Background: an optimization exercise with open tools, aiming at small area. Do not read the settings as production practice. The RTL was checked by simulation tests, not by an equivalence proof against the original design. No activity file was given, so power comes from the tool's default toggle rates.

==> flow/design.v <==
module fu_add_and_eq_gt_gtu_ior_shl_shr_shru_sub_sxhw_sxqw_xor_32b_always_1(input clk, input reset,
    input [31:0] io_t1data,
    input [3:0] io_t1opcode,
    input  io_t1load,
    input [31:0] io_o1data,
    input  io_o1load,
    output[31:0] io_r1data,
    input  io_glock
);
  wire[31:0] alu_out;
  wire[31:0] T0;
  wire[31:0] T1;
  wire[31:0] T2;
  wire[31:0] T3;
  wire[31:0] T4;
  wire[31:0] T5;
  wire[31:0] T6;
  wire[31:0] T137;
  wire cmp;
  wire T7;
  wire T8;
  wire T9;
  wire T10;
  wire[31:0] alu_a;
  reg [31:0] t1reg;
  wire[31:0] T138;
  wire[31:0] T11;
  wire t1_en;
  wire T12;
  wire T13;
  wire T14;
  wire[31:0] alu_b;
  reg [31:0] o1reg;
  wire[31:0] T139;
  wire[31:0] T15;
  wire o1_en;
  wire T16;
  wire T17;
  wire[3:0] opcode;
  reg [3:0] opc1reg;
  wire[3:0] T140;
  wire[3:0] T18;
  wire T19;
  wire T20;
  wire T21;
  wire T22;
  wire T23;
  wire T24;
  wire T25;
  wire equal;
  wire T26;
  wire[31:0] T27;
  wire[15:0] T28;
  wire[15:0] T29;
  wire[15:0] T141;
  wire T30;
  wire T31;
  wire[31:0] T32;
  wire[7:0] T33;
  wire[23:0] T34;
  wire[23:0] T142;
  wire T35;
  wire T36;
  wire[31:0] T37;
  wire T38;
  wire[31:0] T39;
  wire T40;
  wire[31:0] T41;
  wire T42;
  wire[31:0] shift_left;
  wire[31:0] T43;
  wire[31:0] T44;
  wire[30:0] T45;
  wire[31:0] T46;
  wire[31:0] T47;
  wire[31:0] T48;
  wire[29:0] T49;
  wire[31:0] T50;
  wire[31:0] T51;
  wire[31:0] T52;
  wire[27:0] T53;
  wire[31:0] T54;
  wire[31:0] T55;
  wire[31:0] T56;
  wire[23:0] T57;
  wire[31:0] T58;
  wire[31:0] T59;
  wire[31:0] T60;
  wire[15:0] T61;
  wire[31:0] T62;
  wire[31:0] T143;
  wire[15:0] T63;
  wire[31:0] T64;
  wire[31:0] T144;
  wire[23:0] T65;
  wire[31:0] T66;
  wire[31:0] T145;
  wire[27:0] T67;
  wire[31:0] T68;
  wire[31:0] T146;
  wire[29:0] T69;
  wire[31:0] T70;
  wire[31:0] T147;
  wire[30:0] T71;
  wire T72;
  wire[31:0] shift_right;
  wire[31:0] T73;
  wire[31:0] T74;
  wire[31:0] T75;
  wire[31:0] T76;
  wire[31:0] shift_in;
  wire[31:0] T77;
  wire[31:0] T78;
  wire[31:0] T79;
  wire[30:0] T80;
  wire[31:0] T81;
  wire[31:0] T82;
  wire[31:0] T83;
  wire[29:0] T84;
  wire[31:0] T85;
  wire[31:0] T86;
  wire[31:0] T87;
  wire[27:0] T88;
  wire[31:0] T89;
  wire[31:0] T90;
  wire[31:0] T91;
  wire[23:0] T92;
  wire[31:0] T93;
  wire[31:0] T94;
  wire[31:0] T95;
  wire[15:0] T96;
  wire[31:0] T97;
  wire[31:0] T148;
  wire[15:0] T98;
  wire[31:0] T99;
  wire[31:0] T149;
  wire[23:0] T100;
  wire[31:0] T101;
  wire[31:0] T150;
  wire[27:0] T102;
  wire[31:0] T103;
  wire[31:0] T151;
  wire[29:0] T104;
  wire[31:0] T105;
  wire[31:0] T152;
  wire[30:0] T106;
  wire T107;
  wire[31:0] T108;
  wire[15:0] T109;
  wire[15:0] T110;
  wire[15:0] T153;
  wire T111;
  wire T112;
  wire[31:0] T113;
  wire[23:0] T114;
  wire[7:0] T115;
  wire[7:0] T154;
  wire T116;
  wire[31:0] T117;
  wire[27:0] T118;
  wire[3:0] T119;
  wire[3:0] T155;
  wire T120;
  wire[31:0] T121;
  wire[29:0] T122;
  wire[1:0] T123;
  wire[1:0] T156;
  wire T124;
  wire[31:0] T125;
  wire[30:0] T126;
  wire T127;
  wire T128;
  wire T129;
  wire T130;
  wire[31:0] sum;
  wire[31:0] T131;
  wire[31:0] T132;
  wire T133;
  wire T134;
  wire T135;
  wire T136;
  assign io_r1data = alu_out;
  assign alu_out = T134 ? sum : T0;
  assign T0 = T128 ? shift_right : T1;
  assign T1 = T72 ? shift_left : T2;
  assign T2 = T42 ? T41 : T3;
  assign T3 = T40 ? T39 : T4;
  assign T4 = T38 ? T37 : T5;
  assign T5 = T36 ? T32 : T6;
  assign T6 = T31 ? T27 : T137;
  assign T137 = {31'h0, cmp};
  assign cmp = T26 ? equal : T7;
  assign T7 = T23 ? T19 : T8;
  assign T8 = T17 ? T13 : T9;
  assign T9 = T10 ^ 1'h1;
  assign T10 = alu_a[5'h1f:5'h1f];
  assign alu_a = t1reg;
  assign T138 = reset ? 32'h0 : T11;
  assign T11 = t1_en ? io_t1data : t1reg;
  assign t1_en = T12 & io_t1load;
  assign T12 = io_glock ^ 1'h1;
  assign T13 = T14 ^ 1'h1;
  assign T14 = alu_b[5'h1f:5'h1f];
  assign alu_b = o1reg;
  assign T139 = reset ? 32'h0 : T15;
  assign T15 = o1_en ? io_o1data : o1reg;
  assign o1_en = T16 & io_o1load;
  assign T16 = io_glock ^ 1'h1;
  assign T17 = opcode == 4'h4;
  assign opcode = opc1reg;
  assign T140 = reset ? 4'h0 : T18;
  assign T18 = t1_en ? io_t1opcode : opc1reg;
  assign T19 = T21 & T20;
  assign T20 = equal ^ 1'h1;
  assign T21 = T22 ^ 1'h1;
  assign T22 = sum[5'h1f:5'h1f];
  assign T23 = T25 == T24;
  assign T24 = alu_b[5'h1f:5'h1f];
  assign T25 = alu_a[5'h1f:5'h1f];
  assign equal = sum == 32'h0;
  assign T26 = opcode == 4'h2;
  assign T27 = {T29, T28};
  assign T28 = alu_a[4'hf:1'h0];
  assign T29 = 16'h0 - T141;
  assign T141 = {15'h0, T30};
  assign T30 = alu_a[4'hf:4'hf];
  assign T31 = opcode == 4'ha;
  assign T32 = {T34, T33};
  assign T33 = alu_a[3'h7:1'h0];
  assign T34 = 24'h0 - T142;
  assign T142 = {23'h0, T35};
  assign T35 = alu_a[3'h7:3'h7];
  assign T36 = opcode == 4'hb;
  assign T37 = alu_a ^ alu_b;
  assign T38 = opcode == 4'hc;
  assign T39 = alu_a | alu_b;
  assign T40 = opcode == 4'h5;
  assign T41 = alu_a & alu_b;
  assign T42 = opcode == 4'h1;
  assign shift_left = T70 | T43;
  assign T43 = T44 & 32'haaaaaaaa;
  assign T44 = T45 << 1'h1;
  assign T45 = T46[5'h1e:1'h0];
  assign T46 = T68 | T47;
  assign T47 = T48 & 32'hcccccccc;
  assign T48 = T49 << 2'h2;
  assign T49 = T50[5'h1d:1'h0];
  assign T50 = T66 | T51;
  assign T51 = T52 & 32'hf0f0f0f0;
  assign T52 = T53 << 3'h4;
  assign T53 = T54[5'h1b:1'h0];
  assign T54 = T64 | T55;
  assign T55 = T56 & 32'hff00ff00;
  assign T56 = T57 << 4'h8;
  assign T57 = T58[5'h17:1'h0];
  assign T58 = T62 | T59;
  assign T59 = T60 & 32'hffff0000;
  assign T60 = T61 << 5'h10;
  assign T61 = shift_right[4'hf:1'h0];
  assign T62 = T143 & 32'hffff;
  assign T143 = {16'h0, T63};
  assign T63 = shift_right >> 5'h10;
  assign T64 = T144 & 32'hff00ff;
  assign T144 = {8'h0, T65};
  assign T65 = T58 >> 4'h8;
  assign T66 = T145 & 32'hf0f0f0f;
  assign T145 = {4'h0, T67};
  assign T67 = T54 >> 3'h4;
  assign T68 = T146 & 32'h33333333;
  assign T146 = {2'h0, T69};
  assign T69 = T50 >> 2'h2;
  assign T70 = T147 & 32'h55555555;
  assign T147 = {1'h0, T71};
  assign T71 = T46 >> 1'h1;
  assign T72 = opcode == 4'h6;
  assign shift_right = T127 ? T125 : T73;
  assign T73 = T124 ? T121 : T74;
  assign T74 = T120 ? T117 : T75;
  assign T75 = T116 ? T113 : T76;
  assign T76 = T112 ? T108 : shift_in;
  assign shift_in = T107 ? T77 : alu_a;
  assign T77 = T105 | T78;
  assign T78 = T79 & 32'haaaaaaaa;
  assign T79 = T80 << 1'h1;
  assign T80 = T81[5'h1e:1'h0];
  assign T81 = T103 | T82;
  assign T82 = T83 & 32'hcccccccc;
  assign T83 = T84 << 2'h2;
  assign T84 = T85[5'h1d:1'h0];
  assign T85 = T101 | T86;
  assign T86 = T87 & 32'hf0f0f0f0;
  assign T87 = T88 << 3'h4;
  assign T88 = T89[5'h1b:1'h0];
  assign T89 = T99 | T90;
  assign T90 = T91 & 32'hff00ff00;
  assign T91 = T92 << 4'h8;
  assign T92 = T93[5'h17:1'h0];
  assign T93 = T97 | T94;
  assign T94 = T95 & 32'hffff0000;
  assign T95 = T96 << 5'h10;
  assign T96 = alu_a[4'hf:1'h0];
  assign T97 = T148 & 32'hffff;
  assign T148 = {16'h0, T98};
  assign T98 = alu_a >> 5'h10;
  assign T99 = T149 & 32'hff00ff;
  assign T149 = {8'h0, T100};
  assign T100 = T93 >> 4'h8;
  assign T101 = T150 & 32'hf0f0f0f;
  assign T150 = {4'h0, T102};
  assign T102 = T89 >> 3'h4;
  assign T103 = T151 & 32'h33333333;
  assign T151 = {2'h0, T104};
  assign T104 = T85 >> 2'h2;
  assign T105 = T152 & 32'h55555555;
  assign T152 = {1'h0, T106};
  assign T106 = T81 >> 1'h1;
  assign T107 = opcode == 4'h6;
  assign T108 = {T110, T109};
  assign T109 = shift_in[5'h1f:5'h10];
  assign T110 = 16'h0 - T153;
  assign T153 = {15'h0, T111};
  assign T111 = (opcode == 4'h7) & alu_a[5'h1f:5'h1f];
  assign T112 = alu_b[3'h4:3'h4];
  assign T113 = {T115, T114};
  assign T114 = T76[5'h1f:4'h8];
  assign T115 = 8'h0 - T154;
  assign T154 = {7'h0, T111};
  assign T116 = alu_b[2'h3:2'h3];
  assign T117 = {T119, T118};
  assign T118 = T75[5'h1f:3'h4];
  assign T119 = 4'h0 - T155;
  assign T155 = {3'h0, T111};
  assign T120 = alu_b[2'h2:2'h2];
  assign T121 = {T123, T122};
  assign T122 = T74[5'h1f:2'h2];
  assign T123 = 2'h0 - T156;
  assign T156 = {1'h0, T111};
  assign T124 = alu_b[1'h1:1'h1];
  assign T125 = {T111, T126};
  assign T126 = T73[5'h1f:1'h1];
  assign T127 = alu_b[1'h0:1'h0];
  assign T128 = T130 | T129;
  assign T129 = opcode == 4'h8;
  assign T130 = opcode == 4'h7;
  assign sum = alu_a + T131;
  assign T131 = T133 ? alu_b : T132;
  assign T132 = 32'h0 - alu_b;
  assign T133 = opcode == 4'h0;
  assign T134 = T136 | T135;
  assign T135 = opcode == 4'h9;
  assign T136 = opcode == 4'h0;
  always @(posedge clk or negedge reset) begin
    if(!reset) begin
      t1reg <= 32'h0;
    end else if(t1_en) begin
      t1reg <= io_t1data;
    end
  end
  always @(posedge clk or negedge reset) begin
    if(!reset) begin
      o1reg <= 32'h0;
    end else if(o1_en) begin
      o1reg <= io_o1data;
    end
  end
  always @(posedge clk or negedge reset) begin
    if(!reset) begin
      opc1reg <= 4'h0;
    end else if(t1_en) begin
      opc1reg <= io_t1opcode;
    end
  end
endmodule
==> flow/run.sh <==
#!/bin/bash
# synth_recipe.tcl (not shown) runs the flow's synth.tcl, then flattens the netlist and writes it again
# the make line also repeats each setting of config.mk as NAME=value (left out here)
make -C /OpenROAD-flow-scripts/flow DESIGN_CONFIG=/design/flow/config.mk WORK_HOME=/design/flow/orfs CLKGATE_MAP_FILE= SYNTH_SCRIPT=/design/flow/synth_recipe.tcl finish
==> flow/config.mk <==
export PLATFORM = sky130hd
export DESIGN_NAME = fu_add_and_eq_gt_gtu_ior_shl_shr_shru_sub_sxhw_sxqw_xor_32b_always_1
export DESIGN_NICKNAME = fu_add_and_eq_gt_gtu_ior_shl_shr_shru_sub_sxhw_sxqw_xor_32b_always_1
export VERILOG_FILES = /design/flow/design.v
export SDC_FILE = /design/flow/constraint.sdc
export NUM_CORES = 4
export LEC_CHECK = 0
export CAP_MARGIN = 20
export CORE_MARGIN = 2
export CORE_UTILIZATION = 40
export SLEW_MARGIN = 20
==> flow/constraint.sdc <==
create_clock -name core_clock -period 6.5 [get_ports {clk}]
set_input_delay 1.3000 -clock core_clock [delete_from_list [all_inputs] [get_ports {clk}]]
set_output_delay 1.3000 -clock core_clock [all_outputs]
set_load 0.01 [all_outputs]
==> run notes <==
cell type report:
type                       instances  area (µm²)  area share [%]
sequential                        68        1702           13.86
timing repair buffer             247        2107           17.16
inverter                          71       266.5           2.171
antenna                            1       2.502         0.02038
tap                              319       399.1           3.251
clock inverter                     7       130.1           1.060
multi-input combinational       1006        7445           60.64
clock buffer                       9       225.2           1.834
sequential cells by signal, summed over array words and instances (netlist names):
signal   count
o1reg       32
opc1reg      4
t1reg       32
cells in the mapped netlist, drive strengths merged, types with 17 or more instances:
master / number
ha: 100
a221oi: 29
a21oi: 117
nor2: 75
inv: 70
o21ai: 120
mux2i: 75
clkbuf: 55
a31oi: 22
nor3: 17
xnor2: 42
nand2: 163
mux4: 20
dfrtp: 68
buf: 29
worst max-delay path: stages, from the launching register on:
cell and delay, ps:
sky130_fd_sc_hd__dfrtp_1 390, sky130_fd_sc_hd__or3_1 400, sky130_fd_sc_hd__nor4b_2 220, sky130_fd_sc_hd__buf_4 150, sky130_fd_sc_hd__nand2_1 110, sky130_fd_sc_hd__nor2_4 150
sky130_fd_sc_hd__nand2_1 120, sky130_fd_sc_hd__o31ai_4 230, sky130_fd_sc_hd__buf_4 150, sky130_fd_sc_hd__o21ai_0 90, sky130_fd_sc_hd__xnor2_1 140, sky130_fd_sc_hd__ha_1 370
sky130_fd_sc_hd__nand4_1 210, sky130_fd_sc_hd__a2111oi_4 380, sky130_fd_sc_hd__buf_4 180, sky130_fd_sc_hd__o41a_1 210, sky130_fd_sc_hd__xnor2_2 150, sky130_fd_sc_hd__nor2_1 100
sky130_fd_sc_hd__a21oi_2 260, sky130_fd_sc_hd__buf_4 140, sky130_fd_sc_hd__clkdlybuf4s50_1 520
cells by family after synthesis:
| logic type | share of synthesized area [%] |
|---|---|
| DFF | 17.85 |
| buffers and inverters | 6.390 |
| adders and majority gates | 13.33 |
| xor gates and xnor gates | 4.409 |
| and+or+nand+nor | 16.30 |
| muxes | 13.07 |
| AOI/OAI and AO/OA | 28.66 |
how the worst min path moves through the flow:
stage                     cells past startpoint        end  startpoint  slack [ps]
after detailed placement                      2  o1reg[16]   o1reg[16]         650
final                                         2  o1reg[29]   o1reg[29]         670
after global routing                          2  o1reg[18]   o1reg[18]         720
after floorplan                               2  o1reg[19]   o1reg[19]         570
after CTS                                     2  o1reg[16]   o1reg[16]         670
after global placement                        2  o1reg[18]   o1reg[18]         620
timing repair:
| item | CTS | global route |
|---|---|---|
| pin swaps | 1 | 4 |
| setup buffers | 0 | 0 |
| resized for setup | 8 | 29 |
| endpoints found under the setup margin | 2 | 5 |
metal layers:
layer  track usage [%]  routed length, µm
met1             52.39              19980
met4             12.14               1475
met5                 0                  0
met2             53.42              18950
met3             8.356               4610
where the power goes:
part / switching [mW] / leakage (nW) / internal, mW / total, mW
Clock: 0.224 / 0.174 / 0.383 / 0.607
Sequential: 0.118 / 0.835 / 0.477 / 0.595
Combinational: 1.53 / 4.32 / 1.15 / 2.68
==> out/summary.log <==
[critical_path] endpoint class of the critical path output pin
[routing] post-detailed-routing wire length 45.02 mm
[cells_and_area] final design utilization 52.46%
[critical_path] Setup crit end io_r1data[31]
[sta] Final Critical Period 6318 ps
[critical_path] critical path peak fanout 5
[die] core outline area 0.02340 mm²
[grt] wire length of the first global-routing pass 66.12 mm
[sta] count of final max-slew check failures 0
[yosys] Cell Area, Synth 0.009535 mm²
[yosys] number of flip-flops and latches in the synthesized netlist 68
[cells_and_area] post-route cell area 0.01228 mm²
[die] die extent in x 158.4 µm
[clock_tree] CTS sink cnt 68
[routing] number of search-and-repair iterations in the first detailed-routing pass 6
[job] maxcap violations 0
[placement] GP Congestion 1.021
[routing] residual DRC count 0
[critical_path] Worst EP arrival 5020 ps
[die] overall die area 0.02509 mm²
[cells_and_area] Final Non-Filler Cells 1728
[yosys] number of synthesis warnings 1
[clock_tree] clock-pin slew on the worst setup and hold paths 60 ps
[placement] placed cell count 1711
[power] static leakage power 5.327 nW
[power] total power 3.884 mW
[die] Die Span Y 158.4 µm
[yosys] average footprint of a synthesized cell 7.759 µm²
[power] power per cell area 316.3 mW/mm²
[sta] RSZ-0062 raised after global routing true
[grt] antenna violations before repair 1
[sta] clock skew after layout 0 ps
[critical_path] data required time at the worst endpoint 5200 ps
[cells_and_area] fraction of layout cells with a size suffix above 1 16.69%
[sta] total count of hold-check failures in the final report 0
[sta] max-slew headroom at the worst pin 25.47%
[die] standard-cell rows 56
[critical_path] Reg2Reg Launch Point o1reg[4]
[sta] measured slew at the worst slew-check pin 1118 ps
[placement] Cell Area, Placed 0.01177 mm²
[yosys] sequential share of the synthesized area 17.85%
[sta] worst slack on hold paths 667.8 ps
[power] peak supply drop 0.1557 mV
[yosys] ys async rst share 100.0%
[clock_tree] root cell of the clock tree sky130_fd_sc_hd__clkbuf_16
[cells_and_area] Layout Area Growth over Synthesis 28.75%
[routing] routed vias 10.73k
[sta] final-layout setup total negative slack 0 ps
[yosys] Syn Inst Count 1229
[clock_tree] number of buffers inserted for hold repair after clock tree synthesis 0
[critical_path] Critical path origin o1reg[9]
[routing] number of violations reported at the end of detailed-routing iteration 0 1477
[placement] HPWL after detailed placement 36.30 mm
[placement] worst slack, placed -126.5 ps
[die] Initial Utilization 40.75%
[routing] via count normalized by instance count 6.208
[routing] Antenna Violating Nets Remaining 0
[grt] Overflow after GRT 0
[grt] combined global-route utilization of all metal layers 36.38%
[critical_path] CP Launch Type flop
[sta] final cycle utilization of the critical path 97.20%
[clock_tree] number of CTS-inserted buffers 9
[cells_and_area] filler instances 2326
[placement] Buffers on Ports 104
[yosys] largest cells by area after synthesis sky130_fd_sc_hd__dfrtp_1 (18%), sky130_fd_sc_hd__ha_1 (13%), sky130_fd_sc_hd__mux2i_1 (7.9%), sky130_fd_sc_hd__nand2_1 (6.4%), sky130_fd_sc_hd__a21oi_1 (6.0%)
[grt] maximum number of pins on one net before global-route repair 71
[routing] routed length per instance 26.05 µm
[yosys] number of synthesized flops with an enable pin 0
[cells_and_area] number of nets in the layout 1577
[yosys] Yosys top cell by area sky130_fd_sc_hd__dfrtp_1
[critical_path] worst-case reg-to-reg path depth 4
[critical_path] Worst Setup Path Type reg2out
[sta] peak clock frequency supported by timing 158.3 MHz
[min_path] worst min-delay path class reg2reg
[sta] final setup margin 182.3 ps
[yosys] distinct cell type count after synthesis 79
[critical_path] internal reg-to-reg setup slack 5090 ps
[cells_and_area] leading cell types in the layout, fill and taps excluded sky130_fd_sc_hd__nand2_1 (163), sky130_fd_sc_hd__buf_4 (143), sky130_fd_sc_hd__a21oi_1 (112), sky130_fd_sc_hd__o21ai_0 (110), sky130_fd_sc_hd__clkdlybuf4s50_1 (101)
[cells_and_area] most common library cell in the layout ignoring fill and taps sky130_fd_sc_hd__nand2_1
[yosys] flip-flop cell with the highest count after synthesis sky130_fd_sc_hd__dfrtp_1
[outcome] outcome timing/DRC/antenna clean
[yosys] area share of the largest cell type after synthesis 17.85%
[die] I/O pin count 105
[yosys] net count after synthesis 1403
[grt] via count of the first global-routing pass 10.10k
[clock_tree] CTS tree done
[sta] final-report setup violation count 0
[critical_path] worst reg2reg endpoint o1reg[4]
[clock_tree] deepest level of the CTS H-tree 3
[clock_tree] clock latency on the worst-skew pair 350 ps
[clock_tree] maximum clock insertion buffer count 2

==> afterwards: timing with drivers on the ports <==
The results above use ideal ports. As a check the final layout listed here was re-extracted and re-timed, cells and wires unchanged.
Step 1 sets driving cells, clkbuf_16 on the clock port and buf_2 on the other inputs (assumed; they add their load-dependent delay and slew).
Step 2 moves the port delays by t, midway between the first and last clock arrival at a register: inputs arrive t later, outputs are due t later. That takes back most of the time a late clock gives input paths.
Three values: no drivers, after step 1, after step 2; two values: the first two.
shift t [ns]: 0.389
slack for setup (ns): 0.182 / 0.139 / 0.528
hold slack, ns: 0.668 / 0.668 / 0.668
latest minus earliest clock arrival (ns): 0.015 / 0.014
After both steps setup and hold are still met in this run. The setup slack of this run moves by -0.043 ns with the drivers and by +0.346 ns with both steps.
